Source: an optimization exercise on an open RTL-to-GDS flow (aim: small area, a short achievable clock period and few clock cycles per item). Production flows keep margins and buffers that such runs may drop. Function was checked by simulation only, so behaviour that the tests miss may differ from the original. Power is estimated from default activity; no workload was simulated.

==> flow/design.v, too long to show whole: its modules and the start of the top module <==
// module matrix_mul: 3249 lines
module matrix_mul (
    input wire clk,
    input wire rst_n,
    input wire [127:0] matrix_a,
    input wire [127:0] matrix_b,
    input wire start,
    output wire done,
    output reg [255:0] result
);
  // ...
==> flow/flow/run.sh <==
#!/bin/bash
# The standard layout with two changes:
#  - every input and output port gets a 1x buffer (sky130_fd_sc_hd__buf_1)
#    instead of the default delay buffer;
#  - after synthesis, flow/fa_polarity.tcl picks the polarity of each full
#    adder so that fewer inverters sit between adders (no register changes).
# make's output goes to standard.log; each ORFS step logs under orfs/logs/.
set -euo pipefail
export BUFFER_PORTS_ARGS="-buffer_cell sky130_fd_sc_hd__buf_1"
export POST_SYNTH_TCL="$PWD/flow/fa_polarity.tcl"
bash standard.sh finish > standard.log 2>&1
==> flow/flow/fa_polarity.tcl <==
# Remove inverters around full-adder cells.
#
# A full adder is self-dual: FA(~a, ~b, ~c) = (~sum, ~cout). Yosys's adder
# extraction picks each adder's polarity on its own, which leaves inverters
# between adders. This chooses, for every sky130_fd_sc_hd__fa_* cell, whether
# to implement it as is or with all its inputs and outputs complemented, so
# that as few inverters as possible are needed, then rebuilds the inverters.
# Only combinational cells change; registers, ports and port nets do not.

# ORFS sources this from inside a proc; run it at global level instead.
if {[info level] > 0} {
  uplevel #0 [list source [info script]]
  return
}

proc fp_log {msg} { puts "fa_polarity: $msg" }

set fp_block [ord::get_db_block]
set fp_inv_master [[ord::get_db] findMaster sky130_fd_sc_hd__inv_1]

proc fp_is_inv {inst} {
  return [string match "sky130_fd_sc_hd__inv_*" [[$inst getMaster] getName]]
}
proc fp_is_fa {inst} {
  return [string match "sky130_fd_sc_hd__fa_*" [[$inst getMaster] getName]]
}
proc fp_pin {inst name} {
  foreach it [$inst getITerms] {
    if {[[$it getMTerm] getName] eq $name} { return $it }
  }
  return ""
}
proc fp_driver {net} {
  foreach it [$net getITerms] {
    if {[$it isOutputSignal]} { return $it }
  }
  return ""
}

# Inverters that are free to go: input and output nets are not port nets.
set fp_invs {}
foreach inst [$fp_block getInsts] {
  if {![fp_is_inv $inst]} { continue }
  set a [[fp_pin $inst A] getNet]
  set y [[fp_pin $inst Y] getNet]
  if {$a eq "" || $y eq ""} { continue }
  if {[llength [$a getBTerms]] || [llength [$y getBTerms]]} { continue }
  set ::fp_free([$inst getId]) 1
  lappend fp_invs $inst
}

# root and polarity of each net: follow free inverters back to their source.
proc fp_root {net} {
  set pol 0
  set n $net
  for {set i 0} {$i < 64} {incr i} {
    set d [fp_driver $n]
    if {$d eq ""} { break }
    set inst [$d getInst]
    if {![info exists ::fp_free([$inst getId])]} { break }
    set n [[fp_pin $inst A] getNet]
    set pol [expr {!$pol}]
  }
  return [list $n $pol]
}

# Loads: every input pin of a cell that is not a free inverter, and every
# output port, with the root net and polarity it needs.
# roots(net) -> list of {iterm pol fa_id}; fa_id is "" for a non-adder load.
array set fp_loads {}
array set fp_rootnet {}
set fp_nloads 0
foreach inst [$fp_block getInsts] {
  if {[info exists ::fp_free([$inst getId])]} { continue }
  set fa [expr {[fp_is_fa $inst] ? [$inst getId] : ""}]
  foreach it [$inst getITerms] {
    if {![$it isInputSignal]} { continue }
    set net [$it getNet]
    if {$net eq ""} { continue }
    lassign [fp_root $net] r pol
    set rid [$r getId]
    set fp_rootnet($rid) $r
    lappend fp_loads($rid) [list $it $pol $fa]
    incr fp_nloads
  }
}

# Adders: which roots they drive and which roots they read.
array set fp_flip {}
array set fp_drives {}
array set fp_reads {}
array set fp_drvfa {}
foreach inst [$fp_block getInsts] {
  if {![fp_is_fa $inst]} { continue }
  set id [$inst getId]
  set fp_flip($id) 0
  set fp_drives($id) {}
  set fp_reads($id) {}
  foreach p {SUM COUT} {
    set it [fp_pin $inst $p]
    set net [$it getNet]
    if {$net eq ""} { continue }
    set fp_drvfa([$net getId]) $id
    set fp_rootnet([$net getId]) $net
    lappend fp_drives($id) [$net getId]
  }
  foreach p {A B CIN} {
    set net [[fp_pin $inst $p] getNet]
    if {$net eq ""} { continue }
    lappend fp_reads($id) [[lindex [fp_root $net] 0] getId]
  }
}

proc fp_cost {rid} {
  if {![info exists ::fp_loads($rid)]} { return 0 }
  set phys 0
  if {[info exists ::fp_drvfa($rid)]} { set phys $::fp_flip($::fp_drvfa($rid)) }
  foreach l $::fp_loads($rid) {
    lassign $l it pol fa
    if {$fa ne ""} { set pol [expr {$pol ^ $::fp_flip($fa)}] }
    if {$pol != $phys} { return 1 }
  }
  return 0
}
proc fp_touch {id} {
  return [lsort -unique [concat $::fp_drives($id) $::fp_reads($id)]]
}

set fp_total 0
foreach rid [array names fp_loads] { incr fp_total [fp_cost $rid] }
fp_log "free inverters [llength $fp_invs], adders [array size fp_flip], inverted roots before $fp_total"

# Local search: flip an adder while that lowers the count.
for {set pass 0} {$pass < 20} {incr pass} {
  set gain 0
  foreach id [array names fp_flip] {
    set t [fp_touch $id]
    set before 0
    foreach r $t { incr before [fp_cost $r] }
    set fp_flip($id) [expr {!$fp_flip($id)}]
    set after 0
    foreach r $t { incr after [fp_cost $r] }
    if {$after < $before} {
      incr gain [expr {$before - $after}]
    } else {
      set fp_flip($id) [expr {!$fp_flip($id)}]
    }
  }
  fp_log "pass $pass: saved $gain"
  if {$gain == 0} { break }
}
set fp_total 0
foreach rid [array names fp_loads] { incr fp_total [fp_cost $rid] }
fp_log "inverted roots after $fp_total"

# Rebuild: drop the free inverters, connect each load to its root or to one
# new inverter of that root.
foreach inst $fp_invs {
  foreach it [$inst getITerms] { $it disconnect }
  odb::dbInst_destroy $inst
}
set fp_new 0
foreach rid [array names fp_loads] {
  set r $fp_rootnet($rid)
  set phys 0
  if {[info exists fp_drvfa($rid)]} { set phys $fp_flip($fp_drvfa($rid)) }
  set inv ""
  foreach l $fp_loads($rid) {
    lassign $l it pol fa
    if {$fa ne ""} { set pol [expr {$pol ^ $fp_flip($fa)}] }
    set old [$it getNet]
    if {$pol == $phys} {
      set want $r
    } else {
      if {$inv eq ""} {
        incr fp_new
        set inv [odb::dbNet_create $fp_block "fa_pol_n$fp_new"]
        set ii [odb::dbInst_create $fp_block $fp_inv_master "fa_pol_inv$fp_new"]
        [fp_pin $ii A] connect $r
        [fp_pin $ii Y] connect $inv
      }
      set want $inv
    }
    if {$old ne $want} {
      $it disconnect
      $it connect $want
    }
  }
}
# Nets left without pins: the inverters' old outputs.
set fp_gone 0
foreach net [$fp_block getNets] {
  if {[llength [$net getITerms]] == 0 && [llength [$net getBTerms]] == 0} {
    odb::dbNet_destroy $net
    incr fp_gone
  }
}
fp_log "removed $fp_gone empty nets"
fp_log "inverters now $fp_new"
==> flow/standard.sh <==
#!/bin/bash
# synth_recipe.tcl (not shown) runs the flow's synth.tcl, then flattens the netlist and writes it again
# the make line also repeats each setting of config.mk as NAME=value (left out here)
make -C /OpenROAD-flow-scripts/flow DESIGN_CONFIG=/design/flow/config.mk WORK_HOME=/design/flow/orfs CLKGATE_MAP_FILE= SYNTH_SCRIPT=/design/flow/synth_recipe.tcl "${@:-finish}"
==> flow/config.mk <==
export PLATFORM = sky130hd
export DESIGN_NAME = matrix_mul
export DESIGN_NICKNAME = matrix_mul
export VERILOG_FILES = /design/flow/design.v
export SDC_FILE = /design/flow/constraint.sdc
export NUM_CORES = 4
export LEC_CHECK = 0
export CAP_MARGIN = 20
export CORE_MARGIN = 2
export CORE_UTILIZATION = 40
export SLEW_MARGIN = 20
==> flow/constraint.sdc <==
create_clock -name core_clock -period 8.0 [get_ports {clk}]
set_input_delay 1.6000 -clock core_clock [delete_from_list [all_inputs] [get_ports {clk}]]
set_output_delay 1.6000 -clock core_clock [all_outputs]
set_load 0.01 [all_outputs]
==> flow_summary_export.csv, run 1 <==
group,metric,value,unit
final_layout,nonClockInverterCount,306,
grt,busiest_layer,"met2",
clock_tree,clk_pin_slew,60,ps
power,powerClk,1.91,mW
power,seqPwrFrac,14.8,%
routing,post_drt_wl_per_cell,24.46,um
sta,relSlewSlack,21.11,%
floorplanning,row_count,115,
run_status,status,"finished clean",
sta,layout_setup_ws,1664,ps
power,p_sw_share,50.54,%
yosys,synth_warnings,3,
routing,m1WireLength,55140,um
grt,grt_use_met1,35.68,%
final_layout,final_common_cell,"fa_1",
yosys,syn_area_per_cell,9.966,um^2
worst_hold_path,min_path_cells,2,
clock_tree,cts_made_buffers,38,
worst_setup_path,critPathCapture,"result[14]",
worst_hold_path,hold_path_class,"reg -> reg",
power,p_seq,2.82,mW
final_layout,final_area,43820,um^2
final_layout,signal_buffers,637,
power,p_leak,21.03,nW
sta,timing.fmax,157.8,MHz
final_layout,clkbuf_count,49,
worst_setup_path,r2r_cells,15,
Testbench counts, summed over its fixed seeds: cycles 1,528, items 256.
==> inputs of run 2 (changes only) <==
--- a/flow/design.v
+++ b/flow/design.v
@@ -3,40 +3,46 @@
     input wire clk,
     input wire rst_n,
     input wire [127:0] matrix_a,
     input wire [127:0] matrix_b,
     input wire start,
     output wire done,
     output reg [255:0] result
 );
-    reg [3:0] st;
+    reg [4:0] st;
     assign done = ~|st;
     always @(posedge clk or negedge rst_n) begin
         if (!rst_n)
-            st <= 4'b0001;
+            st <= 5'b00001;
         else
-            st <= {st[2], st[1], st[0] & start, (st[0] | done) & ~start};
+            st <= {st[3], st[2], st[1], st[0] & start, (st[0] | done) & ~start};
     end
-    reg [7:0] av [0:3];
-    reg [7:0] bv [0:3];
+    reg [31:0] opa;    
+    reg [31:0] opb;    
+    reg [31:0] na, nb;
     integer r, k;
     always @(*) begin
-        for (r = 0; r < 4; r = r + 1) begin
-            av[r] = 8'd0;
-            bv[r] = 8'd0;
+        na = 32'd0;
+        nb = 32'd0;
+        for (r = 0; r < 4; r = r + 1)
             for (k = 0; k < 4; k = k + 1) begin
-                av[r] = av[r] | (matrix_a[(r*4 + k)*8 +: 8] & {8{st[k]}});
-                bv[r] = bv[r] | (matrix_b[(k*4 + r)*8 +: 8] & {8{st[k]}});
+                na[r*8 +: 8] = na[r*8 +: 8] | (matrix_a[(r*4 + k)*8 +: 8] & {8{st[k]}});
+                nb[r*8 +: 8] = nb[r*8 +: 8] | (matrix_b[(k*4 + r)*8 +: 8] & {8{st[k]}});
             end
-        end
     end
-    wire [7:0] a0 = av[0];
-    wire [7:0] b0 = bv[0];
-    wire [15:0] q0 = result[15:0] & {16{~st[0]}};
+    always @(posedge clk) begin
+        opa <= na;
+        opb <= nb;
+    end
+    wire clear = st[0];
+    wire first = 1'b0;
+    wire [7:0] a0 = opa[7:0];
+    wire [7:0] b0 = opb[7:0];
+    wire [15:0] q0 = result[15:0] & {16{~first}};
     wire [15:0] n0;
     wire e0_s1 = (a0[0] & b0[5]) ^ (a0[1] & b0[4]);
     wire e0_c1 = (a0[0] & b0[5]) & (a0[1] & b0[4]);
     wire e0_s2 = (a0[0] & b0[6]) ^ (a0[1] & b0[5]) ^ (a0[2] & b0[4]);
     wire e0_c2 = ((a0[0] & b0[6]) & (a0[1] & b0[5])) | ((a0[0] & b0[6]) & (a0[2] & b0[4])) | ((a0[1] & b0[5]) & (a0[2] & b0[4]));
     wire e0_s3 = (a0[3] & b0[3]) ^ (a0[4] & b0[2]);
     wire e0_c3 = (a0[3] & b0[3]) & (a0[4] & b0[2]);
     wire e0_s4 = (a0[0] & b0[7]) ^ (a0[1] & b0[6]) ^ (a0[2] & b0[5]);
@@ -224,19 +230,19 @@
     wire e0_G2_9 = e0_G1_9 | (e0_P1_9 & e0_G1_5);
     wire e0_P2_9 = e0_P1_9 & e0_P1_5;
     wire e0_G3_8 = e0_G2_8 | (e0_P2_8 & e0_g0);
     wire e0_P3_8 = e0_P2_8 & e0_p0;
     wire e0_G3_9 = e0_G2_9 | (e0_P2_9 & e0_G0_1);
     wire e0_P3_9 = e0_P2_9 & e0_P0_1;
     assign n0[5:0] = {e0_s62, e0_s61, e0_s60, e0_s59, e0_s58, e0_s57};
     assign n0[15:6] = {(e0_p9 ^ (e0_G3_8 | (e0_P3_8 & e0_c62))), (e0_p8 ^ (e0_G2_7 | (e0_P2_7 & e0_c62))), (e0_p7 ^ (e0_G2_6 | (e0_P2_6 & e0_c62))), (e0_p6 ^ (e0_G2_5 | (e0_P2_5 & e0_c62))), (e0_p5 ^ (e0_G2_4 | (e0_P2_4 & e0_c62))), (e0_p4 ^ (e0_G1_3 | (e0_P1_3 & e0_c62))), (e0_p3 ^ (e0_G1_2 | (e0_P1_2 & e0_c62))), (e0_p2 ^ (e0_G0_1 | (e0_P0_1 & e0_c62))), (e0_p1 ^ (e0_g0 | (e0_p0 & e0_c62))), (e0_p0 ^ e0_c62)};
-    wire [7:0] a1 = av[0];
-    wire [7:0] b1 = bv[1];
-    wire [15:0] q1 = result[31:16] & {16{~st[0]}};
+    wire [7:0] a1 = opa[7:0];
+    wire [7:0] b1 = opb[15:8];
+    wire [15:0] q1 = result[31:16] & {16{~first}};
     wire [15:0] n1;
     wire e1_s1 = (a1[0] & b1[5]) ^ (a1[1] & b1[4]);
     wire e1_c1 = (a1[0] & b1[5]) & (a1[1] & b1[4]);
     wire e1_s2 = (a1[0] & b1[6]) ^ (a1[1] & b1[5]) ^ (a1[2] & b1[4]);
     wire e1_c2 = ((a1[0] & b1[6]) & (a1[1] & b1[5])) | ((a1[0] & b1[6]) & (a1[2] & b1[4])) | ((a1[1] & b1[5]) & (a1[2] & b1[4]));
     wire e1_s3 = (a1[3] & b1[3]) ^ (a1[4] & b1[2]);
     wire e1_c3 = (a1[3] & b1[3]) & (a1[4] & b1[2]);
     wire e1_s4 = (a1[0] & b1[7]) ^ (a1[1] & b1[6]) ^ (a1[2] & b1[5]);
@@ -424,19 +430,19 @@
     wire e1_G2_9 = e1_G1_9 | (e1_P1_9 & e1_G1_5);
     wire e1_P2_9 = e1_P1_9 & e1_P1_5;
     wire e1_G3_8 = e1_G2_8 | (e1_P2_8 & e1_g0);
     wire e1_P3_8 = e1_P2_8 & e1_p0;
     wire e1_G3_9 = e1_G2_9 | (e1_P2_9 & e1_G0_1);
     wire e1_P3_9 = e1_P2_9 & e1_P0_1;
     assign n1[5:0] = {e1_s62, e1_s61, e1_s60, e1_s59, e1_s58, e1_s57};
     assign n1[15:6] = {(e1_p9 ^ (e1_G3_8 | (e1_P3_8 & e1_c62))), (e1_p8 ^ (e1_G2_7 | (e1_P2_7 & e1_c62))), (e1_p7 ^ (e1_G2_6 | (e1_P2_6 & e1_c62))), (e1_p6 ^ (e1_G2_5 | (e1_P2_5 & e1_c62))), (e1_p5 ^ (e1_G2_4 | (e1_P2_4 & e1_c62))), (e1_p4 ^ (e1_G1_3 | (e1_P1_3 & e1_c62))), (e1_p3 ^ (e1_G1_2 | (e1_P1_2 & e1_c62))), (e1_p2 ^ (e1_G0_1 | (e1_P0_1 & e1_c62))), (e1_p1 ^ (e1_g0 | (e1_p0 & e1_c62))), (e1_p0 ^ e1_c62)};
-    wire [7:0] a2 = av[0];
-    wire [7:0] b2 = bv[2];
-    wire [15:0] q2 = result[47:32] & {16{~st[0]}};
+    wire [7:0] a2 = opa[7:0];
+    wire [7:0] b2 = opb[23:16];
+    wire [15:0] q2 = result[47:32] & {16{~first}};
     wire [15:0] n2;
     wire e2_s1 = (a2[0] & b2[5]) ^ (a2[1] & b2[4]);
     wire e2_c1 = (a2[0] & b2[5]) & (a2[1] & b2[4]);
     wire e2_s2 = (a2[0] & b2[6]) ^ (a2[1] & b2[5]) ^ (a2[2] & b2[4]);
     wire e2_c2 = ((a2[0] & b2[6]) & (a2[1] & b2[5])) | ((a2[0] & b2[6]) & (a2[2] & b2[4])) | ((a2[1] & b2[5]) & (a2[2] & b2[4]));
     wire e2_s3 = (a2[3] & b2[3]) ^ (a2[4] & b2[2]);
     wire e2_c3 = (a2[3] & b2[3]) & (a2[4] & b2[2]);
     wire e2_s4 = (a2[0] & b2[7]) ^ (a2[1] & b2[6]) ^ (a2[2] & b2[5]);
@@ -624,19 +630,19 @@
     wire e2_G2_9 = e2_G1_9 | (e2_P1_9 & e2_G1_5);
     wire e2_P2_9 = e2_P1_9 & e2_P1_5;
     wire e2_G3_8 = e2_G2_8 | (e2_P2_8 & e2_g0);
     wire e2_P3_8 = e2_P2_8 & e2_p0;
     wire e2_G3_9 = e2_G2_9 | (e2_P2_9 & e2_G0_1);
     wire e2_P3_9 = e2_P2_9 & e2_P0_1;
     assign n2[5:0] = {e2_s62, e2_s61, e2_s60, e2_s59, e2_s58, e2_s57};
     assign n2[15:6] = {(e2_p9 ^ (e2_G3_8 | (e2_P3_8 & e2_c62))), (e2_p8 ^ (e2_G2_7 | (e2_P2_7 & e2_c62))), (e2_p7 ^ (e2_G2_6 | (e2_P2_6 & e2_c62))), (e2_p6 ^ (e2_G2_5 | (e2_P2_5 & e2_c62))), (e2_p5 ^ (e2_G2_4 | (e2_P2_4 & e2_c62))), (e2_p4 ^ (e2_G1_3 | (e2_P1_3 & e2_c62))), (e2_p3 ^ (e2_G1_2 | (e2_P1_2 & e2_c62))), (e2_p2 ^ (e2_G0_1 | (e2_P0_1 & e2_c62))), (e2_p1 ^ (e2_g0 | (e2_p0 & e2_c62))), (e2_p0 ^ e2_c62)};
-    wire [7:0] a3 = av[0];
-    wire [7:0] b3 = bv[3];
-    wire [15:0] q3 = result[63:48] & {16{~st[0]}};
+    wire [7:0] a3 = opa[7:0];
+    wire [7:0] b3 = opb[31:24];
+    wire [15:0] q3 = result[63:48] & {16{~first}};
     wire [15:0] n3;
     wire e3_s1 = (a3[0] & b3[5]) ^ (a3[1] & b3[4]);
     wire e3_c1 = (a3[0] & b3[5]) & (a3[1] & b3[4]);
     wire e3_s2 = (a3[0] & b3[6]) ^ (a3[1] & b3[5]) ^ (a3[2] & b3[4]);
     wire e3_c2 = ((a3[0] & b3[6]) & (a3[1] & b3[5])) | ((a3[0] & b3[6]) & (a3[2] & b3[4])) | ((a3[1] & b3[5]) & (a3[2] & b3[4]));
     wire e3_s3 = (a3[3] & b3[3]) ^ (a3[4] & b3[2]);
     wire e3_c3 = (a3[3] & b3[3]) & (a3[4] & b3[2]);
     wire e3_s4 = (a3[0] & b3[7]) ^ (a3[1] & b3[6]) ^ (a3[2] & b3[5]);
@@ -824,19 +830,19 @@
     wire e3_G2_9 = e3_G1_9 | (e3_P1_9 & e3_G1_5);
     wire e3_P2_9 = e3_P1_9 & e3_P1_5;
     wire e3_G3_8 = e3_G2_8 | (e3_P2_8 & e3_g0);
     wire e3_P3_8 = e3_P2_8 & e3_p0;
     wire e3_G3_9 = e3_G2_9 | (e3_P2_9 & e3_G0_1);
     wire e3_P3_9 = e3_P2_9 & e3_P0_1;
     assign n3[5:0] = {e3_s62, e3_s61, e3_s60, e3_s59, e3_s58, e3_s57};
     assign n3[15:6] = {(e3_p9 ^ (e3_G3_8 | (e3_P3_8 & e3_c62))), (e3_p8 ^ (e3_G2_7 | (e3_P2_7 & e3_c62))), (e3_p7 ^ (e3_G2_6 | (e3_P2_6 & e3_c62))), (e3_p6 ^ (e3_G2_5 | (e3_P2_5 & e3_c62))), (e3_p5 ^ (e3_G2_4 | (e3_P2_4 & e3_c62))), (e3_p4 ^ (e3_G1_3 | (e3_P1_3 & e3_c62))), (e3_p3 ^ (e3_G1_2 | (e3_P1_2 & e3_c62))), (e3_p2 ^ (e3_G0_1 | (e3_P0_1 & e3_c62))), (e3_p1 ^ (e3_g0 | (e3_p0 & e3_c62))), (e3_p0 ^ e3_c62)};
-    wire [7:0] a4 = av[1];
-    wire [7:0] b4 = bv[0];
-    wire [15:0] q4 = result[79:64] & {16{~st[0]}};
+    wire [7:0] a4 = opa[15:8];
+    wire [7:0] b4 = opb[7:0];
+    wire [15:0] q4 = result[79:64] & {16{~first}};
     wire [15:0] n4;
     wire e4_s1 = (a4[0] & b4[5]) ^ (a4[1] & b4[4]);
     wire e4_c1 = (a4[0] & b4[5]) & (a4[1] & b4[4]);
     wire e4_s2 = (a4[0] & b4[6]) ^ (a4[1] & b4[5]) ^ (a4[2] & b4[4]);
     wire e4_c2 = ((a4[0] & b4[6]) & (a4[1] & b4[5])) | ((a4[0] & b4[6]) & (a4[2] & b4[4])) | ((a4[1] & b4[5]) & (a4[2] & b4[4]));
     wire e4_s3 = (a4[3] & b4[3]) ^ (a4[4] & b4[2]);
     wire e4_c3 = (a4[3] & b4[3]) & (a4[4] & b4[2]);
     wire e4_s4 = (a4[0] & b4[7]) ^ (a4[1] & b4[6]) ^ (a4[2] & b4[5]);
@@ -1024,19 +1030,19 @@
     wire e4_G2_9 = e4_G1_9 | (e4_P1_9 & e4_G1_5);
     wire e4_P2_9 = e4_P1_9 & e4_P1_5;
     wire e4_G3_8 = e4_G2_8 | (e4_P2_8 & e4_g0);
     wire e4_P3_8 = e4_P2_8 & e4_p0;
     wire e4_G3_9 = e4_G2_9 | (e4_P2_9 & e4_G0_1);
     wire e4_P3_9 = e4_P2_9 & e4_P0_1;
     assign n4[5:0] = {e4_s62, e4_s61, e4_s60, e4_s59, e4_s58, e4_s57};
     assign n4[15:6] = {(e4_p9 ^ (e4_G3_8 | (e4_P3_8 & e4_c62))), (e4_p8 ^ (e4_G2_7 | (e4_P2_7 & e4_c62))), (e4_p7 ^ (e4_G2_6 | (e4_P2_6 & e4_c62))), (e4_p6 ^ (e4_G2_5 | (e4_P2_5 & e4_c62))), (e4_p5 ^ (e4_G2_4 | (e4_P2_4 & e4_c62))), (e4_p4 ^ (e4_G1_3 | (e4_P1_3 & e4_c62))), (e4_p3 ^ (e4_G1_2 | (e4_P1_2 & e4_c62))), (e4_p2 ^ (e4_G0_1 | (e4_P0_1 & e4_c62))), (e4_p1 ^ (e4_g0 | (e4_p0 & e4_c62))), (e4_p0 ^ e4_c62)};
-    wire [7:0] a5 = av[1];
-    wire [7:0] b5 = bv[1];
-    wire [15:0] q5 = result[95:80] & {16{~st[0]}};
+    wire [7:0] a5 = opa[15:8];
+    wire [7:0] b5 = opb[15:8];
+    wire [15:0] q5 = result[95:80] & {16{~first}};
     wire [15:0] n5;
     wire e5_s1 = (a5[0] & b5[5]) ^ (a5[1] & b5[4]);
     wire e5_c1 = (a5[0] & b5[5]) & (a5[1] & b5[4]);
     wire e5_s2 = (a5[0] & b5[6]) ^ (a5[1] & b5[5]) ^ (a5[2] & b5[4]);
     wire e5_c2 = ((a5[0] & b5[6]) & (a5[1] & b5[5])) | ((a5[0] & b5[6]) & (a5[2] & b5[4])) | ((a5[1] & b5[5]) & (a5[2] & b5[4]));
     wire e5_s3 = (a5[3] & b5[3]) ^ (a5[4] & b5[2]);
     wire e5_c3 = (a5[3] & b5[3]) & (a5[4] & b5[2]);
     wire e5_s4 = (a5[0] & b5[7]) ^ (a5[1] & b5[6]) ^ (a5[2] & b5[5]);
@@ -1224,19 +1230,19 @@
     wire e5_G2_9 = e5_G1_9 | (e5_P1_9 & e5_G1_5);
     wire e5_P2_9 = e5_P1_9 & e5_P1_5;
     wire e5_G3_8 = e5_G2_8 | (e5_P2_8 & e5_g0);
     wire e5_P3_8 = e5_P2_8 & e5_p0;
     wire e5_G3_9 = e5_G2_9 | (e5_P2_9 & e5_G0_1);
     wire e5_P3_9 = e5_P2_9 & e5_P0_1;
     assign n5[5:0] = {e5_s62, e5_s61, e5_s60, e5_s59, e5_s58, e5_s57};
     assign n5[15:6] = {(e5_p9 ^ (e5_G3_8 | (e5_P3_8 & e5_c62))), (e5_p8 ^ (e5_G2_7 | (e5_P2_7 & e5_c62))), (e5_p7 ^ (e5_G2_6 | (e5_P2_6 & e5_c62))), (e5_p6 ^ (e5_G2_5 | (e5_P2_5 & e5_c62))), (e5_p5 ^ (e5_G2_4 | (e5_P2_4 & e5_c62))), (e5_p4 ^ (e5_G1_3 | (e5_P1_3 & e5_c62))), (e5_p3 ^ (e5_G1_2 | (e5_P1_2 & e5_c62))), (e5_p2 ^ (e5_G0_1 | (e5_P0_1 & e5_c62))), (e5_p1 ^ (e5_g0 | (e5_p0 & e5_c62))), (e5_p0 ^ e5_c62)};
-    wire [7:0] a6 = av[1];
-    wire [7:0] b6 = bv[2];
-    wire [15:0] q6 = result[111:96] & {16{~st[0]}};
+    wire [7:0] a6 = opa[15:8];
+    wire [7:0] b6 = opb[23:16];
+    wire [15:0] q6 = result[111:96] & {16{~first}};
     wire [15:0] n6;
     wire e6_s1 = (a6[0] & b6[5]) ^ (a6[1] & b6[4]);
     wire e6_c1 = (a6[0] & b6[5]) & (a6[1] & b6[4]);
     wire e6_s2 = (a6[0] & b6[6]) ^ (a6[1] & b6[5]) ^ (a6[2] & b6[4]);
     wire e6_c2 = ((a6[0] & b6[6]) & (a6[1] & b6[5])) | ((a6[0] & b6[6]) & (a6[2] & b6[4])) | ((a6[1] & b6[5]) & (a6[2] & b6[4]));
     wire e6_s3 = (a6[3] & b6[3]) ^ (a6[4] & b6[2]);
     wire e6_c3 = (a6[3] & b6[3]) & (a6[4] & b6[2]);
     wire e6_s4 = (a6[0] & b6[7]) ^ (a6[1] & b6[6]) ^ (a6[2] & b6[5]);
@@ -1424,19 +1430,19 @@
     wire e6_G2_9 = e6_G1_9 | (e6_P1_9 & e6_G1_5);
     wire e6_P2_9 = e6_P1_9 & e6_P1_5;
     wire e6_G3_8 = e6_G2_8 | (e6_P2_8 & e6_g0);
     wire e6_P3_8 = e6_P2_8 & e6_p0;
     wire e6_G3_9 = e6_G2_9 | (e6_P2_9 & e6_G0_1);
     wire e6_P3_9 = e6_P2_9 & e6_P0_1;
     assign n6[5:0] = {e6_s62, e6_s61, e6_s60, e6_s59, e6_s58, e6_s57};
     assign n6[15:6] = {(e6_p9 ^ (e6_G3_8 | (e6_P3_8 & e6_c62))), (e6_p8 ^ (e6_G2_7 | (e6_P2_7 & e6_c62))), (e6_p7 ^ (e6_G2_6 | (e6_P2_6 & e6_c62))), (e6_p6 ^ (e6_G2_5 | (e6_P2_5 & e6_c62))), (e6_p5 ^ (e6_G2_4 | (e6_P2_4 & e6_c62))), (e6_p4 ^ (e6_G1_3 | (e6_P1_3 & e6_c62))), (e6_p3 ^ (e6_G1_2 | (e6_P1_2 & e6_c62))), (e6_p2 ^ (e6_G0_1 | (e6_P0_1 & e6_c62))), (e6_p1 ^ (e6_g0 | (e6_p0 & e6_c62))), (e6_p0 ^ e6_c62)};
-    wire [7:0] a7 = av[1];
-    wire [7:0] b7 = bv[3];
-    wire [15:0] q7 = result[127:112] & {16{~st[0]}};
+    wire [7:0] a7 = opa[15:8];
+    wire [7:0] b7 = opb[31:24];
+    wire [15:0] q7 = result[127:112] & {16{~first}};
     wire [15:0] n7;
     wire e7_s1 = (a7[0] & b7[5]) ^ (a7[1] & b7[4]);
     wire e7_c1 = (a7[0] & b7[5]) & (a7[1] & b7[4]);
     wire e7_s2 = (a7[0] & b7[6]) ^ (a7[1] & b7[5]) ^ (a7[2] & b7[4]);
     wire e7_c2 = ((a7[0] & b7[6]) & (a7[1] & b7[5])) | ((a7[0] & b7[6]) & (a7[2] & b7[4])) | ((a7[1] & b7[5]) & (a7[2] & b7[4]));
     wire e7_s3 = (a7[3] & b7[3]) ^ (a7[4] & b7[2]);
     wire e7_c3 = (a7[3] & b7[3]) & (a7[4] & b7[2]);
     wire e7_s4 = (a7[0] & b7[7]) ^ (a7[1] & b7[6]) ^ (a7[2] & b7[5]);
@@ -1624,19 +1630,19 @@
     wire e7_G2_9 = e7_G1_9 | (e7_P1_9 & e7_G1_5);
     wire e7_P2_9 = e7_P1_9 & e7_P1_5;
     wire e7_G3_8 = e7_G2_8 | (e7_P2_8 & e7_g0);
     wire e7_P3_8 = e7_P2_8 & e7_p0;
     wire e7_G3_9 = e7_G2_9 | (e7_P2_9 & e7_G0_1);
     wire e7_P3_9 = e7_P2_9 & e7_P0_1;
     assign n7[5:0] = {e7_s62, e7_s61, e7_s60, e7_s59, e7_s58, e7_s57};
     assign n7[15:6] = {(e7_p9 ^ (e7_G3_8 | (e7_P3_8 & e7_c62))), (e7_p8 ^ (e7_G2_7 | (e7_P2_7 & e7_c62))), (e7_p7 ^ (e7_G2_6 | (e7_P2_6 & e7_c62))), (e7_p6 ^ (e7_G2_5 | (e7_P2_5 & e7_c62))), (e7_p5 ^ (e7_G2_4 | (e7_P2_4 & e7_c62))), (e7_p4 ^ (e7_G1_3 | (e7_P1_3 & e7_c62))), (e7_p3 ^ (e7_G1_2 | (e7_P1_2 & e7_c62))), (e7_p2 ^ (e7_G0_1 | (e7_P0_1 & e7_c62))), (e7_p1 ^ (e7_g0 | (e7_p0 & e7_c62))), (e7_p0 ^ e7_c62)};
-    wire [7:0] a8 = av[2];
-    wire [7:0] b8 = bv[0];
-    wire [15:0] q8 = result[143:128] & {16{~st[0]}};
+    wire [7:0] a8 = opa[23:16];
+    wire [7:0] b8 = opb[7:0];
+    wire [15:0] q8 = result[143:128] & {16{~first}};
     wire [15:0] n8;
     wire e8_s1 = (a8[0] & b8[5]) ^ (a8[1] & b8[4]);
     wire e8_c1 = (a8[0] & b8[5]) & (a8[1] & b8[4]);
     wire e8_s2 = (a8[0] & b8[6]) ^ (a8[1] & b8[5]) ^ (a8[2] & b8[4]);
     wire e8_c2 = ((a8[0] & b8[6]) & (a8[1] & b8[5])) | ((a8[0] & b8[6]) & (a8[2] & b8[4])) | ((a8[1] & b8[5]) & (a8[2] & b8[4]));
     wire e8_s3 = (a8[3] & b8[3]) ^ (a8[4] & b8[2]);
     wire e8_c3 = (a8[3] & b8[3]) & (a8[4] & b8[2]);
     wire e8_s4 = (a8[0] & b8[7]) ^ (a8[1] & b8[6]) ^ (a8[2] & b8[5]);
@@ -1824,19 +1830,19 @@
     wire e8_G2_9 = e8_G1_9 | (e8_P1_9 & e8_G1_5);
     wire e8_P2_9 = e8_P1_9 & e8_P1_5;
     wire e8_G3_8 = e8_G2_8 | (e8_P2_8 & e8_g0);
     wire e8_P3_8 = e8_P2_8 & e8_p0;
     wire e8_G3_9 = e8_G2_9 | (e8_P2_9 & e8_G0_1);
     wire e8_P3_9 = e8_P2_9 & e8_P0_1;
     assign n8[5:0] = {e8_s62, e8_s61, e8_s60, e8_s59, e8_s58, e8_s57};
     assign n8[15:6] = {(e8_p9 ^ (e8_G3_8 | (e8_P3_8 & e8_c62))), (e8_p8 ^ (e8_G2_7 | (e8_P2_7 & e8_c62))), (e8_p7 ^ (e8_G2_6 | (e8_P2_6 & e8_c62))), (e8_p6 ^ (e8_G2_5 | (e8_P2_5 & e8_c62))), (e8_p5 ^ (e8_G2_4 | (e8_P2_4 & e8_c62))), (e8_p4 ^ (e8_G1_3 | (e8_P1_3 & e8_c62))), (e8_p3 ^ (e8_G1_2 | (e8_P1_2 & e8_c62))), (e8_p2 ^ (e8_G0_1 | (e8_P0_1 & e8_c62))), (e8_p1 ^ (e8_g0 | (e8_p0 & e8_c62))), (e8_p0 ^ e8_c62)};
-    wire [7:0] a9 = av[2];
-    wire [7:0] b9 = bv[1];
-    wire [15:0] q9 = result[159:144] & {16{~st[0]}};
+    wire [7:0] a9 = opa[23:16];
+    wire [7:0] b9 = opb[15:8];
+    wire [15:0] q9 = result[159:144] & {16{~first}};
     wire [15:0] n9;
     wire e9_s1 = (a9[0] & b9[5]) ^ (a9[1] & b9[4]);
     wire e9_c1 = (a9[0] & b9[5]) & (a9[1] & b9[4]);
     wire e9_s2 = (a9[0] & b9[6]) ^ (a9[1] & b9[5]) ^ (a9[2] & b9[4]);
     wire e9_c2 = ((a9[0] & b9[6]) & (a9[1] & b9[5])) | ((a9[0] & b9[6]) & (a9[2] & b9[4])) | ((a9[1] & b9[5]) & (a9[2] & b9[4]));
     wire e9_s3 = (a9[3] & b9[3]) ^ (a9[4] & b9[2]);
     wire e9_c3 = (a9[3] & b9[3]) & (a9[4] & b9[2]);
     wire e9_s4 = (a9[0] & b9[7]) ^ (a9[1] & b9[6]) ^ (a9[2] & b9[5]);
@@ -2024,19 +2030,19 @@
     wire e9_G2_9 = e9_G1_9 | (e9_P1_9 & e9_G1_5);
     wire e9_P2_9 = e9_P1_9 & e9_P1_5;
     wire e9_G3_8 = e9_G2_8 | (e9_P2_8 & e9_g0);
     wire e9_P3_8 = e9_P2_8 & e9_p0;
     wire e9_G3_9 = e9_G2_9 | (e9_P2_9 & e9_G0_1);
     wire e9_P3_9 = e9_P2_9 & e9_P0_1;
     assign n9[5:0] = {e9_s62, e9_s61, e9_s60, e9_s59, e9_s58, e9_s57};
     assign n9[15:6] = {(e9_p9 ^ (e9_G3_8 | (e9_P3_8 & e9_c62))), (e9_p8 ^ (e9_G2_7 | (e9_P2_7 & e9_c62))), (e9_p7 ^ (e9_G2_6 | (e9_P2_6 & e9_c62))), (e9_p6 ^ (e9_G2_5 | (e9_P2_5 & e9_c62))), (e9_p5 ^ (e9_G2_4 | (e9_P2_4 & e9_c62))), (e9_p4 ^ (e9_G1_3 | (e9_P1_3 & e9_c62))), (e9_p3 ^ (e9_G1_2 | (e9_P1_2 & e9_c62))), (e9_p2 ^ (e9_G0_1 | (e9_P0_1 & e9_c62))), (e9_p1 ^ (e9_g0 | (e9_p0 & e9_c62))), (e9_p0 ^ e9_c62)};
-    wire [7:0] a10 = av[2];
-    wire [7:0] b10 = bv[2];
-    wire [15:0] q10 = result[175:160] & {16{~st[0]}};
+    wire [7:0] a10 = opa[23:16];
+    wire [7:0] b10 = opb[23:16];
+    wire [15:0] q10 = result[175:160] & {16{~first}};
     wire [15:0] n10;
     wire e10_s1 = (a10[0] & b10[5]) ^ (a10[1] & b10[4]);
     wire e10_c1 = (a10[0] & b10[5]) & (a10[1] & b10[4]);
     wire e10_s2 = (a10[0] & b10[6]) ^ (a10[1] & b10[5]) ^ (a10[2] & b10[4]);
     wire e10_c2 = ((a10[0] & b10[6]) & (a10[1] & b10[5])) | ((a10[0] & b10[6]) & (a10[2] & b10[4])) | ((a10[1] & b10[5]) & (a10[2] & b10[4]));
     wire e10_s3 = (a10[3] & b10[3]) ^ (a10[4] & b10[2]);
     wire e10_c3 = (a10[3] & b10[3]) & (a10[4] & b10[2]);
     wire e10_s4 = (a10[0] & b10[7]) ^ (a10[1] & b10[6]) ^ (a10[2] & b10[5]);
@@ -2224,19 +2230,19 @@
     wire e10_G2_9 = e10_G1_9 | (e10_P1_9 & e10_G1_5);
     wire e10_P2_9 = e10_P1_9 & e10_P1_5;
     wire e10_G3_8 = e10_G2_8 | (e10_P2_8 & e10_g0);
     wire e10_P3_8 = e10_P2_8 & e10_p0;
     wire e10_G3_9 = e10_G2_9 | (e10_P2_9 & e10_G0_1);
     wire e10_P3_9 = e10_P2_9 & e10_P0_1;
     assign n10[5:0] = {e10_s62, e10_s61, e10_s60, e10_s59, e10_s58, e10_s57};
     assign n10[15:6] = {(e10_p9 ^ (e10_G3_8 | (e10_P3_8 & e10_c62))), (e10_p8 ^ (e10_G2_7 | (e10_P2_7 & e10_c62))), (e10_p7 ^ (e10_G2_6 | (e10_P2_6 & e10_c62))), (e10_p6 ^ (e10_G2_5 | (e10_P2_5 & e10_c62))), (e10_p5 ^ (e10_G2_4 | (e10_P2_4 & e10_c62))), (e10_p4 ^ (e10_G1_3 | (e10_P1_3 & e10_c62))), (e10_p3 ^ (e10_G1_2 | (e10_P1_2 & e10_c62))), (e10_p2 ^ (e10_G0_1 | (e10_P0_1 & e10_c62))), (e10_p1 ^ (e10_g0 | (e10_p0 & e10_c62))), (e10_p0 ^ e10_c62)};
-    wire [7:0] a11 = av[2];
-    wire [7:0] b11 = bv[3];
-    wire [15:0] q11 = result[191:176] & {16{~st[0]}};
+    wire [7:0] a11 = opa[23:16];
+    wire [7:0] b11 = opb[31:24];
+    wire [15:0] q11 = result[191:176] & {16{~first}};
     wire [15:0] n11;
     wire e11_s1 = (a11[0] & b11[5]) ^ (a11[1] & b11[4]);
     wire e11_c1 = (a11[0] & b11[5]) & (a11[1] & b11[4]);
     wire e11_s2 = (a11[0] & b11[6]) ^ (a11[1] & b11[5]) ^ (a11[2] & b11[4]);
     wire e11_c2 = ((a11[0] & b11[6]) & (a11[1] & b11[5])) | ((a11[0] & b11[6]) & (a11[2] & b11[4])) | ((a11[1] & b11[5]) & (a11[2] & b11[4]));
     wire e11_s3 = (a11[3] & b11[3]) ^ (a11[4] & b11[2]);
     wire e11_c3 = (a11[3] & b11[3]) & (a11[4] & b11[2]);
     wire e11_s4 = (a11[0] & b11[7]) ^ (a11[1] & b11[6]) ^ (a11[2] & b11[5]);
@@ -2424,19 +2430,19 @@
     wire e11_G2_9 = e11_G1_9 | (e11_P1_9 & e11_G1_5);
     wire e11_P2_9 = e11_P1_9 & e11_P1_5;
     wire e11_G3_8 = e11_G2_8 | (e11_P2_8 & e11_g0);
     wire e11_P3_8 = e11_P2_8 & e11_p0;
     wire e11_G3_9 = e11_G2_9 | (e11_P2_9 & e11_G0_1);
     wire e11_P3_9 = e11_P2_9 & e11_P0_1;
     assign n11[5:0] = {e11_s62, e11_s61, e11_s60, e11_s59, e11_s58, e11_s57};
     assign n11[15:6] = {(e11_p9 ^ (e11_G3_8 | (e11_P3_8 & e11_c62))), (e11_p8 ^ (e11_G2_7 | (e11_P2_7 & e11_c62))), (e11_p7 ^ (e11_G2_6 | (e11_P2_6 & e11_c62))), (e11_p6 ^ (e11_G2_5 | (e11_P2_5 & e11_c62))), (e11_p5 ^ (e11_G2_4 | (e11_P2_4 & e11_c62))), (e11_p4 ^ (e11_G1_3 | (e11_P1_3 & e11_c62))), (e11_p3 ^ (e11_G1_2 | (e11_P1_2 & e11_c62))), (e11_p2 ^ (e11_G0_1 | (e11_P0_1 & e11_c62))), (e11_p1 ^ (e11_g0 | (e11_p0 & e11_c62))), (e11_p0 ^ e11_c62)};
-    wire [7:0] a12 = av[3];
-    wire [7:0] b12 = bv[0];
-    wire [15:0] q12 = result[207:192] & {16{~st[0]}};
+    wire [7:0] a12 = opa[31:24];
+    wire [7:0] b12 = opb[7:0];
+    wire [15:0] q12 = result[207:192] & {16{~first}};
     wire [15:0] n12;
     wire e12_s1 = (a12[0] & b12[5]) ^ (a12[1] & b12[4]);
     wire e12_c1 = (a12[0] & b12[5]) & (a12[1] & b12[4]);
     wire e12_s2 = (a12[0] & b12[6]) ^ (a12[1] & b12[5]) ^ (a12[2] & b12[4]);
     wire e12_c2 = ((a12[0] & b12[6]) & (a12[1] & b12[5])) | ((a12[0] & b12[6]) & (a12[2] & b12[4])) | ((a12[1] & b12[5]) & (a12[2] & b12[4]));
     wire e12_s3 = (a12[3] & b12[3]) ^ (a12[4] & b12[2]);
     wire e12_c3 = (a12[3] & b12[3]) & (a12[4] & b12[2]);
     wire e12_s4 = (a12[0] & b12[7]) ^ (a12[1] & b12[6]) ^ (a12[2] & b12[5]);
@@ -2624,19 +2630,19 @@
     wire e12_G2_9 = e12_G1_9 | (e12_P1_9 & e12_G1_5);
     wire e12_P2_9 = e12_P1_9 & e12_P1_5;
     wire e12_G3_8 = e12_G2_8 | (e12_P2_8 & e12_g0);
     wire e12_P3_8 = e12_P2_8 & e12_p0;
     wire e12_G3_9 = e12_G2_9 | (e12_P2_9 & e12_G0_1);
     wire e12_P3_9 = e12_P2_9 & e12_P0_1;
     assign n12[5:0] = {e12_s62, e12_s61, e12_s60, e12_s59, e12_s58, e12_s57};
     assign n12[15:6] = {(e12_p9 ^ (e12_G3_8 | (e12_P3_8 & e12_c62))), (e12_p8 ^ (e12_G2_7 | (e12_P2_7 & e12_c62))), (e12_p7 ^ (e12_G2_6 | (e12_P2_6 & e12_c62))), (e12_p6 ^ (e12_G2_5 | (e12_P2_5 & e12_c62))), (e12_p5 ^ (e12_G2_4 | (e12_P2_4 & e12_c62))), (e12_p4 ^ (e12_G1_3 | (e12_P1_3 & e12_c62))), (e12_p3 ^ (e12_G1_2 | (e12_P1_2 & e12_c62))), (e12_p2 ^ (e12_G0_1 | (e12_P0_1 & e12_c62))), (e12_p1 ^ (e12_g0 | (e12_p0 & e12_c62))), (e12_p0 ^ e12_c62)};
-    wire [7:0] a13 = av[3];
-    wire [7:0] b13 = bv[1];
-    wire [15:0] q13 = result[223:208] & {16{~st[0]}};
+    wire [7:0] a13 = opa[31:24];
+    wire [7:0] b13 = opb[15:8];
+    wire [15:0] q13 = result[223:208] & {16{~first}};
     wire [15:0] n13;
     wire e13_s1 = (a13[0] & b13[5]) ^ (a13[1] & b13[4]);
     wire e13_c1 = (a13[0] & b13[5]) & (a13[1] & b13[4]);
     wire e13_s2 = (a13[0] & b13[6]) ^ (a13[1] & b13[5]) ^ (a13[2] & b13[4]);
     wire e13_c2 = ((a13[0] & b13[6]) & (a13[1] & b13[5])) | ((a13[0] & b13[6]) & (a13[2] & b13[4])) | ((a13[1] & b13[5]) & (a13[2] & b13[4]));
     wire e13_s3 = (a13[3] & b13[3]) ^ (a13[4] & b13[2]);
     wire e13_c3 = (a13[3] & b13[3]) & (a13[4] & b13[2]);
     wire e13_s4 = (a13[0] & b13[7]) ^ (a13[1] & b13[6]) ^ (a13[2] & b13[5]);
@@ -2824,19 +2830,19 @@
     wire e13_G2_9 = e13_G1_9 | (e13_P1_9 & e13_G1_5);
     wire e13_P2_9 = e13_P1_9 & e13_P1_5;
     wire e13_G3_8 = e13_G2_8 | (e13_P2_8 & e13_g0);
     wire e13_P3_8 = e13_P2_8 & e13_p0;
     wire e13_G3_9 = e13_G2_9 | (e13_P2_9 & e13_G0_1);
     wire e13_P3_9 = e13_P2_9 & e13_P0_1;
     assign n13[5:0] = {e13_s62, e13_s61, e13_s60, e13_s59, e13_s58, e13_s57};
     assign n13[15:6] = {(e13_p9 ^ (e13_G3_8 | (e13_P3_8 & e13_c62))), (e13_p8 ^ (e13_G2_7 | (e13_P2_7 & e13_c62))), (e13_p7 ^ (e13_G2_6 | (e13_P2_6 & e13_c62))), (e13_p6 ^ (e13_G2_5 | (e13_P2_5 & e13_c62))), (e13_p5 ^ (e13_G2_4 | (e13_P2_4 & e13_c62))), (e13_p4 ^ (e13_G1_3 | (e13_P1_3 & e13_c62))), (e13_p3 ^ (e13_G1_2 | (e13_P1_2 & e13_c62))), (e13_p2 ^ (e13_G0_1 | (e13_P0_1 & e13_c62))), (e13_p1 ^ (e13_g0 | (e13_p0 & e13_c62))), (e13_p0 ^ e13_c62)};
-    wire [7:0] a14 = av[3];
-    wire [7:0] b14 = bv[2];
-    wire [15:0] q14 = result[239:224] & {16{~st[0]}};
+    wire [7:0] a14 = opa[31:24];
+    wire [7:0] b14 = opb[23:16];
+    wire [15:0] q14 = result[239:224] & {16{~first}};
     wire [15:0] n14;
     wire e14_s1 = (a14[0] & b14[5]) ^ (a14[1] & b14[4]);
     wire e14_c1 = (a14[0] & b14[5]) & (a14[1] & b14[4]);
     wire e14_s2 = (a14[0] & b14[6]) ^ (a14[1] & b14[5]) ^ (a14[2] & b14[4]);
     wire e14_c2 = ((a14[0] & b14[6]) & (a14[1] & b14[5])) | ((a14[0] & b14[6]) & (a14[2] & b14[4])) | ((a14[1] & b14[5]) & (a14[2] & b14[4]));
     wire e14_s3 = (a14[3] & b14[3]) ^ (a14[4] & b14[2]);
     wire e14_c3 = (a14[3] & b14[3]) & (a14[4] & b14[2]);
     wire e14_s4 = (a14[0] & b14[7]) ^ (a14[1] & b14[6]) ^ (a14[2] & b14[5]);
@@ -3024,19 +3030,19 @@
     wire e14_G2_9 = e14_G1_9 | (e14_P1_9 & e14_G1_5);
     wire e14_P2_9 = e14_P1_9 & e14_P1_5;
     wire e14_G3_8 = e14_G2_8 | (e14_P2_8 & e14_g0);
     wire e14_P3_8 = e14_P2_8 & e14_p0;
     wire e14_G3_9 = e14_G2_9 | (e14_P2_9 & e14_G0_1);
     wire e14_P3_9 = e14_P2_9 & e14_P0_1;
     assign n14[5:0] = {e14_s62, e14_s61, e14_s60, e14_s59, e14_s58, e14_s57};
     assign n14[15:6] = {(e14_p9 ^ (e14_G3_8 | (e14_P3_8 & e14_c62))), (e14_p8 ^ (e14_G2_7 | (e14_P2_7 & e14_c62))), (e14_p7 ^ (e14_G2_6 | (e14_P2_6 & e14_c62))), (e14_p6 ^ (e14_G2_5 | (e14_P2_5 & e14_c62))), (e14_p5 ^ (e14_G2_4 | (e14_P2_4 & e14_c62))), (e14_p4 ^ (e14_G1_3 | (e14_P1_3 & e14_c62))), (e14_p3 ^ (e14_G1_2 | (e14_P1_2 & e14_c62))), (e14_p2 ^ (e14_G0_1 | (e14_P0_1 & e14_c62))), (e14_p1 ^ (e14_g0 | (e14_p0 & e14_c62))), (e14_p0 ^ e14_c62)};
-    wire [7:0] a15 = av[3];
-    wire [7:0] b15 = bv[3];
-    wire [15:0] q15 = result[255:240] & {16{~st[0]}};
+    wire [7:0] a15 = opa[31:24];
+    wire [7:0] b15 = opb[31:24];
+    wire [15:0] q15 = result[255:240] & {16{~first}};
     wire [15:0] n15;
     wire e15_s1 = (a15[0] & b15[5]) ^ (a15[1] & b15[4]);
     wire e15_c1 = (a15[0] & b15[5]) & (a15[1] & b15[4]);
     wire e15_s2 = (a15[0] & b15[6]) ^ (a15[1] & b15[5]) ^ (a15[2] & b15[4]);
     wire e15_c2 = ((a15[0] & b15[6]) & (a15[1] & b15[5])) | ((a15[0] & b15[6]) & (a15[2] & b15[4])) | ((a15[1] & b15[5]) & (a15[2] & b15[4]));
     wire e15_s3 = (a15[3] & b15[3]) ^ (a15[4] & b15[2]);
     wire e15_c3 = (a15[3] & b15[3]) & (a15[4] & b15[2]);
     wire e15_s4 = (a15[0] & b15[7]) ^ (a15[1] & b15[6]) ^ (a15[2] & b15[5]);
@@ -3225,26 +3231,26 @@
     wire e15_P2_9 = e15_P1_9 & e15_P1_5;
     wire e15_G3_8 = e15_G2_8 | (e15_P2_8 & e15_g0);
     wire e15_P3_8 = e15_P2_8 & e15_p0;
     wire e15_G3_9 = e15_G2_9 | (e15_P2_9 & e15_G0_1);
     wire e15_P3_9 = e15_P2_9 & e15_P0_1;
     assign n15[5:0] = {e15_s62, e15_s61, e15_s60, e15_s59, e15_s58, e15_s57};
     assign n15[15:6] = {(e15_p9 ^ (e15_G3_8 | (e15_P3_8 & e15_c62))), (e15_p8 ^ (e15_G2_7 | (e15_P2_7 & e15_c62))), (e15_p7 ^ (e15_G2_6 | (e15_P2_6 & e15_c62))), (e15_p6 ^ (e15_G2_5 | (e15_P2_5 & e15_c62))), (e15_p5 ^ (e15_G2_4 | (e15_P2_4 & e15_c62))), (e15_p4 ^ (e15_G1_3 | (e15_P1_3 & e15_c62))), (e15_p3 ^ (e15_G1_2 | (e15_P1_2 & e15_c62))), (e15_p2 ^ (e15_G0_1 | (e15_P0_1 & e15_c62))), (e15_p1 ^ (e15_g0 | (e15_p0 & e15_c62))), (e15_p0 ^ e15_c62)};
     always @(posedge clk) begin
-        result[15:0] <= n0;
-        result[31:16] <= n1;
-        result[47:32] <= n2;
-        result[63:48] <= n3;
-        result[79:64] <= n4;
-        result[95:80] <= n5;
-        result[111:96] <= n6;
-        result[127:112] <= n7;
-        result[143:128] <= n8;
-        result[159:144] <= n9;
-        result[175:160] <= n10;
-        result[191:176] <= n11;
-        result[207:192] <= n12;
-        result[223:208] <= n13;
-        result[239:224] <= n14;
-        result[255:240] <= n15;
+        result[15:0] <= n0 & {16{~clear}};
+        result[31:16] <= n1 & {16{~clear}};
+        result[47:32] <= n2 & {16{~clear}};
+        result[63:48] <= n3 & {16{~clear}};
+        result[79:64] <= n4 & {16{~clear}};
+        result[95:80] <= n5 & {16{~clear}};
+        result[111:96] <= n6 & {16{~clear}};
+        result[127:112] <= n7 & {16{~clear}};
+        result[143:128] <= n8 & {16{~clear}};
+        result[159:144] <= n9 & {16{~clear}};
+        result[175:160] <= n10 & {16{~clear}};
+        result[191:176] <= n11 & {16{~clear}};
+        result[207:192] <= n12 & {16{~clear}};
+        result[223:208] <= n13 & {16{~clear}};
+        result[239:224] <= n14 & {16{~clear}};
+        result[255:240] <= n15 & {16{~clear}};
     end
 endmodule
--- a/flow/flow/fa_polarity.tcl
+++ b/flow/flow/fa_polarity.tcl
@@ -1,15 +1,17 @@
 # Remove inverters around full-adder cells.
 #
 # A full adder is self-dual: FA(~a, ~b, ~c) = (~sum, ~cout). Yosys's adder
 # extraction picks each adder's polarity on its own, which leaves inverters
 # between adders. This chooses, for every sky130_fd_sc_hd__fa_* cell, whether
-# to implement it as is or with all its inputs and outputs complemented, so
-# that as few inverters as possible are needed, then rebuilds the inverters.
+# to implement it as is or with all its inputs and outputs complemented, and
+# for every simple gate that drives such a net whether to use its complement
+# cell (AND2 <-> NAND2 and the like), so that the inverters and gates needed
+# take as little area as possible, then rebuilds the inverters.
 # Only combinational cells change; registers, ports and port nets do not.
 
 # ORFS sources this from inside a proc; run it at global level instead.
 if {[info level] > 0} {
   uplevel #0 [list source [info script]]
   return
 }
 
@@ -106,69 +108,109 @@
   }
   foreach p {A B CIN} {
     set net [[fp_pin $inst $p] getNet]
     if {$net eq ""} { continue }
     lappend fp_reads($id) [[lindex [fp_root $net] 0] getId]
   }
 }
 
-proc fp_cost {rid} {
-  if {![info exists ::fp_loads($rid)]} { return 0 }
-  set phys 0
-  if {[info exists ::fp_drvfa($rid)]} { set phys $::fp_flip($::fp_drvfa($rid)) }
+# Simple gates whose complement cell has the same inputs: the net they drive
+# may carry either polarity, at the difference in area.
+array set fp_comp {
+  and2_1 {nand2_1 X Y} nand2_1 {and2_1 Y X} or2_1 {nor2_1 X Y} nor2_1 {or2_1 Y X}
+  and2_0 {nand2_1 X Y} or2_0 {nor2_1 X Y}
+  xor2_1 {xnor2_1 X Y} xnor2_1 {xor2_1 Y X} and3_1 {nand3_1 X Y} nand3_1 {and3_1 Y X}
+  or3_1 {nor3_1 X Y} nor3_1 {or3_1 Y X}
+}
+proc fp_area {name} {
+  return [expr {[[[ord::get_db] findMaster sky130_fd_sc_hd__$name] getWidth] / 1000.0 * 2.72}]
+}
+set fp_inv_area [fp_area inv_1]
+array set fp_gate {}
+foreach inst [$fp_block getInsts] {
+  set m [string map {sky130_fd_sc_hd__ {}} [[$inst getMaster] getName]]
+  if {![info exists fp_comp($m)]} { continue }
+  lassign $fp_comp($m) cm op cp
+  set net [[fp_pin $inst $op] getNet]
+  if {$net eq "" || [llength [$net getBTerms]]} { continue }
+  set rid [$net getId]
+  if {![info exists fp_loads($rid)]} { continue }
+  set fp_gate($rid) [list $inst $cm $op $cp [expr {[fp_area $cm] - [fp_area $m]}]]
+  set fp_rootnet($rid) $net
+}
+array set fp_gflip {}
+
+proc fp_cost_phys {rid phys} {
   foreach l $::fp_loads($rid) {
     lassign $l it pol fa
     if {$fa ne ""} { set pol [expr {$pol ^ $::fp_flip($fa)}] }
-    if {$pol != $phys} { return 1 }
+    if {$pol != $phys} { return $::fp_inv_area }
   }
   return 0
+}
+proc fp_cost {rid} {
+  if {![info exists ::fp_loads($rid)]} { return 0 }
+  if {[info exists ::fp_gate($rid)]} {
+    set c0 [fp_cost_phys $rid 0]
+    set c1 [expr {[fp_cost_phys $rid 1] + [lindex $::fp_gate($rid) 4]}]
+    set ::fp_gflip($rid) [expr {$c1 < $c0}]
+    return [expr {min($c0, $c1)}]
+  }
+  set phys 0
+  if {[info exists ::fp_drvfa($rid)]} { set phys $::fp_flip($::fp_drvfa($rid)) }
+  return [fp_cost_phys $rid $phys]
 }
 proc fp_touch {id} {
   return [lsort -unique [concat $::fp_drives($id) $::fp_reads($id)]]
 }
 
 set fp_total 0
-foreach rid [array names fp_loads] { incr fp_total [fp_cost $rid] }
-fp_log "free inverters [llength $fp_invs], adders [array size fp_flip], inverted roots before $fp_total"
+foreach rid [array names fp_loads] { set fp_total [expr {$fp_total + [fp_cost $rid]}] }
+fp_log "free inverters [llength $fp_invs], adders [array size fp_flip], flippable gates [array size fp_gate], area before [format %.1f $fp_total]"
 
 # Local search: flip an adder while that lowers the count.
 for {set pass 0} {$pass < 20} {incr pass} {
   set gain 0
   foreach id [array names fp_flip] {
     set t [fp_touch $id]
     set before 0
-    foreach r $t { incr before [fp_cost $r] }
+    foreach r $t { set before [expr {$before + [fp_cost $r]}] }
     set fp_flip($id) [expr {!$fp_flip($id)}]
     set after 0
-    foreach r $t { incr after [fp_cost $r] }
-    if {$after < $before} {
-      incr gain [expr {$before - $after}]
+    foreach r $t { set after [expr {$after + [fp_cost $r]}] }
+    if {$after < $before - 1e-6} {
+      set gain [expr {$gain + $before - $after}]
     } else {
       set fp_flip($id) [expr {!$fp_flip($id)}]
+      foreach r $t { fp_cost $r }
     }
   }
-  fp_log "pass $pass: saved $gain"
-  if {$gain == 0} { break }
+  fp_log "pass $pass: saved [format %.1f $gain]"
+  if {$gain < 1e-6} { break }
 }
 set fp_total 0
-foreach rid [array names fp_loads] { incr fp_total [fp_cost $rid] }
-fp_log "inverted roots after $fp_total"
+foreach rid [array names fp_loads] { set fp_total [expr {$fp_total + [fp_cost $rid]}] }
+fp_log "area after [format %.1f $fp_total]"
 
 # Rebuild: drop the free inverters, connect each load to its root or to one
 # new inverter of that root.
 foreach inst $fp_invs {
   foreach it [$inst getITerms] { $it disconnect }
   odb::dbInst_destroy $inst
 }
 set fp_new 0
 foreach rid [array names fp_loads] {
   set r $fp_rootnet($rid)
   set phys 0
   if {[info exists fp_drvfa($rid)]} { set phys $fp_flip($fp_drvfa($rid)) }
+  if {[info exists fp_gate($rid)]} {
+    fp_cost $rid
+    set phys $fp_gflip($rid)
+  }
   set inv ""
   foreach l $fp_loads($rid) {
     lassign $l it pol fa
     if {$fa ne ""} { set pol [expr {$pol ^ $fp_flip($fa)}] }
     set old [$it getNet]
     if {$pol == $phys} {
       set want $r
     } else {
@@ -182,16 +224,38 @@
       set want $inv
     }
     if {$old ne $want} {
       $it disconnect
       $it connect $want
     }
   }
 }
+# Gates that now drive the complement: swap in the complement cell.
+set fp_swapped 0
+foreach rid [array names fp_gate] {
+  if {!$fp_gflip($rid)} { continue }
+  lassign $fp_gate($rid) inst cm op cp
+  set conns {}
+  foreach it [$inst getITerms] {
+    if {![$it isInputSignal] && ![$it isOutputSignal]} { continue }
+    set n [$it getNet]
+    if {$n ne "" && $n ne "NULL"} { lappend conns [[$it getMTerm] getName] $n }
+  }
+  set name [$inst getName]
+  foreach it [$inst getITerms] { $it disconnect }
+  odb::dbInst_destroy $inst
+  set ni [odb::dbInst_create $fp_block [[ord::get_db] findMaster sky130_fd_sc_hd__$cm] $name]
+  foreach {p n} $conns {
+    if {$p eq $op} { set p $cp }
+    [fp_pin $ni $p] connect $n
+  }
+  incr fp_swapped
+}
+fp_log "gates swapped to their complement $fp_swapped"
 # Nets left without pins: the inverters' old outputs.
 set fp_gone 0
 foreach net [$fp_block getNets] {
   if {[llength [$net getITerms]] == 0 && [llength [$net getBTerms]] == 0} {
     odb::dbNet_destroy $net
     incr fp_gone
   }
 }
==> flow/config.mk (replaced) <==
export PLATFORM = sky130hd
export DESIGN_NAME = matrix_mul
export DESIGN_NICKNAME = matrix_mul
export VERILOG_FILES = /design/flow/design.v
export SDC_FILE = /design/flow/constraint.sdc
export NUM_CORES = 4
export LEC_CHECK = 0
export CAP_MARGIN = 20
export CORE_MARGIN = 2
export CORE_UTILIZATION = 40
export SETUP_SLACK_MARGIN = 3.0
export SLEW_MARGIN = 20
==> run 2 against run 1 <==
Compared with the run above:
- still clean
- final cell count up 8.3%
- clock-buffer cell count is 18 higher
- sequential share of layout area up 2.2 points
- clock skew shrank 11 ps
- via count rose by 2.0%
- routed wire length decreased by 16%
- combinational power up 8%
- register-to-register slack better by 1500 ps
- critical endpoint is now result[207]
- largest cell class unchanged
==> flow_summary_export.csv, run 2 <==
group,metric,value,unit
run_status,status,"finished clean",
routing,post_drt_wl_per_cell,19.04,um
power,max-vdd-ir-drop,0.0003476,V
worst_setup_path,worstSetupPathType,"reg -> reg",
routing,ant_nets,0,
yosys,synthesis.nets,5772,
routing,drtPass1Iterations,5,
worst_setup_path,rr_startpoint,"opb[2]",
floorplanning,die_w,326.2,um
clock_tree,clk_latency,640,ps
sta,hold_ws,521.1,ps
final_layout,final_core_util,45.32,%
final_layout,fill_cells,10120,
final_layout,reg.largest.list,"result: 256 flops, opa: 32 flops, opb: 32 flops",
worst_hold_path,hold_path_class,"reg -> reg",
power,net-switching-power,10.20,mW
clock_tree,cts_root_buf,"clkbuf_16",
yosys,synth_cells,4361,
final_layout,area_growth,12.65,%
power,p_total,21.06,mW
power,power_frac_comb,73.5,%
grt,grt_pass1_vias,32560,
grt,grt.total_usage,22.50,%
routing,routed_via_density,4.957,
clock_tree,clk_pin_slew,60,ps
power,p_leak,22.48,nW
clock_tree,cts_made_buffers,47,
sta,rsz0062_at_grt,"yes",
place,io_buffer_count,515,
worst_setup_path,critPathCapture,"result[207]",
routing,vias,30570,
clock_tree,cts_max_level,2,
worst_setup_path,critPathMaxFanout,32,
worst_setup_path,cp-end-kind,"flop",
clock_tree,clock_path_buffers,3,
final_layout,top_register,"result",
sta,finClkSkew,20.97,ps
worst_setup_path,reg2reg_to,"result[207]",
place,place_hpwl,87900,um
sta,finalCritPeriodShare,60.20,%
grt,grt_max_degree,123,
routing,drc,0,
yosys,syn_area_per_cell,9.521,um^2
routing,initialDrtViolationCount,1518,
flow_run,cap_violations,0,
worst_setup_path,cp-startpoint,"opb[2]",
power,powerDensity,450.3,nW/um^2
floorplanning,row_count,118,
clock_tree,cts_tree,"built",
worst_setup_path,r2r_cells,14,
sta,relSlewSlack,37.62,%
power,clkPwrFrac,11.3,%
clock_tree,cts_sinks,325,
power,internal-power,10.87,mW
worst_setup_path,critical_path_required,8510,ps
grt,grt_pass1_wl,186200,um
worst_setup_path,worstSetupStartpointType,"flop",
floorplanning,initial_core_util,40.23,%
sta,final.setup.tns,0,ps
worst_setup_path,cp.arrival,5330,ps
sta,finalMaxSlewViolations,0,
power,seqPwrFrac,15.1,%
grt,grt_antenna_before_repair,9,
yosys,synth_area,41520,um^2
floorplanning,die_area,106400,um^2
place,gp_congestion,0.8240,
final_layout,final_cell_mix,"fa_1 (862), nand2_1 (761), inv_1 (667)",
sta,setup_viol_count_final,0,
floorplanning,io_pins,516,
routing,wirelength,117500,um
floorplanning,die_y,326.2,um
sta,worst_pin_slew,935.7,ps
final_layout,drive_gt1_share,4.473,%
sta,hold_viol,0,
yosys,synth_warnings,1,
final_layout,largest_reg_flops,256,
worst_setup_path,ff2ff_setup_slack,3180,ps
floorplanning,core,103200,um^2
grt,grt_overflow,0,
final_layout,final_common_cell,"fa_1",
sta,fin_crit,4816,ps
place,pre_cts_ws,2668,ps
sta,timing.fmax,207.6,MHz
power,p_sw_share,48.41,%
sta,layout_setup_ws,3184,ps
final_layout,nets,6160,
[run 2: cell count changes in the layout (fill, tap and decap cells not counted), moves of 40 or more]
cell      delta
a22oi_1     +40
and2_1     +301
buf_4       -62
inv_1      +361
nand2_1    +493
nand2b_1   -136
nor2_1     -615
nor2b_1     -40
or2_2       -46
[run 2: repair_timing]
| action | CTS | global route |
|---|---|---|
| setup endpoints to repair | 34 | 41 |
| cloned | 0 | 1 |
| pin swaps | 0 | 5 |
| resized for setup | 22 | 45 |
| buffers inserted | 0 | 9 |
| hold buffers | 0 | 0 |
[run 2: how the worst min path moves through the flow]
stage,from,endpoint,slack (ps),depth (start not counted)
after detailed placement,st[4],st[0],530,2
after floorplan,st[1],st[2],360,0
after CTS,st[4],st[0],540,2
after global routing,st[4],st[0],560,2
after global placement,st[4],st[0],530,2
final,st[4],st[0],520,2
[run 2: final cells by class]
type | instances | area [um^2] | share of cell area, %
multi-input combinational | 3120 | 31570 | 67.50
sequential | 325 | 6606 | 14.12
timing repair buffer | 588 | 2628 | 5.618
inverter | 667 | 2504 | 5.353
tap | 1380 | 1727 | 3.692
clock buffer | 67 | 1384 | 2.959
clock inverter | 17 | 344.1 | 0.7356
antenna | 4 | 10.01 | 0.02140
[run 2: metrics by stage]
stage,std cells,cell area (um^2)
2_1_floorplan,4361,41520
3_3_place_gp,6070,44750
3_5_place_dp,6070,44750
4_1_cts,6154,46530
5_1_grt,6167,46770
6_report,6168,46770
[run 2: power by group through the flow]
stage,Sequential (mW),Combinational [mW],Clock [mW]
floorplan,3.12,11.9,0
global placement,3.23,15.2,0
detailed placement,3.23,15.4,0
CTS,3.21,15.6,2.47
global route,3.28,18.0,2.52
finish,3.19,15.5,2.39
[run 2: routing by layer]
metal	vias up	GRT usage, %	share of wire [%]
li1	14040	-	-
met1	15580	30.35	44
met2	811	36.96	47
met3	144	4.403	6.5
met4	0	6.071	3.0
met5	-	0	0
[run 2: worst max-delay path, cell delays in order, from the launching register on]
cell	delay [ps]
dfxtp_1	370
buf_12	230
and2_1	160
ha_1	240
fa_1	490
fa_1	430
fa_1	460
fa_1	460
fa_1	500
a21oi_2	160
nor2b_1	70
a311o_1	320
a211o_1	300
a21oi_1	160
mux2_1	330
Testbench counts of run 2, summed over its fixed seeds: cycles 1,784, items 256.

re-timing with driven ports:
In the flow no input, the clock included, has a driving cell. The finished layouts below were timed again as built, in two steps. Step 1 sets driving cells, clkbuf_16 on the clock port and buf_2 on the other inputs (assumed; they add their load-dependent delay and slew). Step 2, shift: input delay + t, output delay - t, t = (earliest + latest rising clock arrival at the registers) / 2. This alone moves slack from input paths to output paths. a / b / c = ideal / step 1 / step 2; a / b = the first two.
| run | t (ns) | setup slack, ns | hold WS [ns] | latest minus earliest clock arrival (ns) | cell pins on the clock port's net |
|---|---|---|---|---|---|
| run 1 | 0.646 | 1.664 / 1.664 / 1.147 | 0.603 / 0.603 / 0.603 | 0.032 / 0.032 | 1 |
| run 2 | 0.698 | 3.184 / 3.184 / 3.184 | 0.521 / 0.521 / 0.521 | 0.022 / 0.022 | 1 |
After both steps setup and hold are still met in every run listed. For run 1, which loses most, drivers alone change the setup slack by 0.000 ns; drivers and shift together by -0.517 ns.
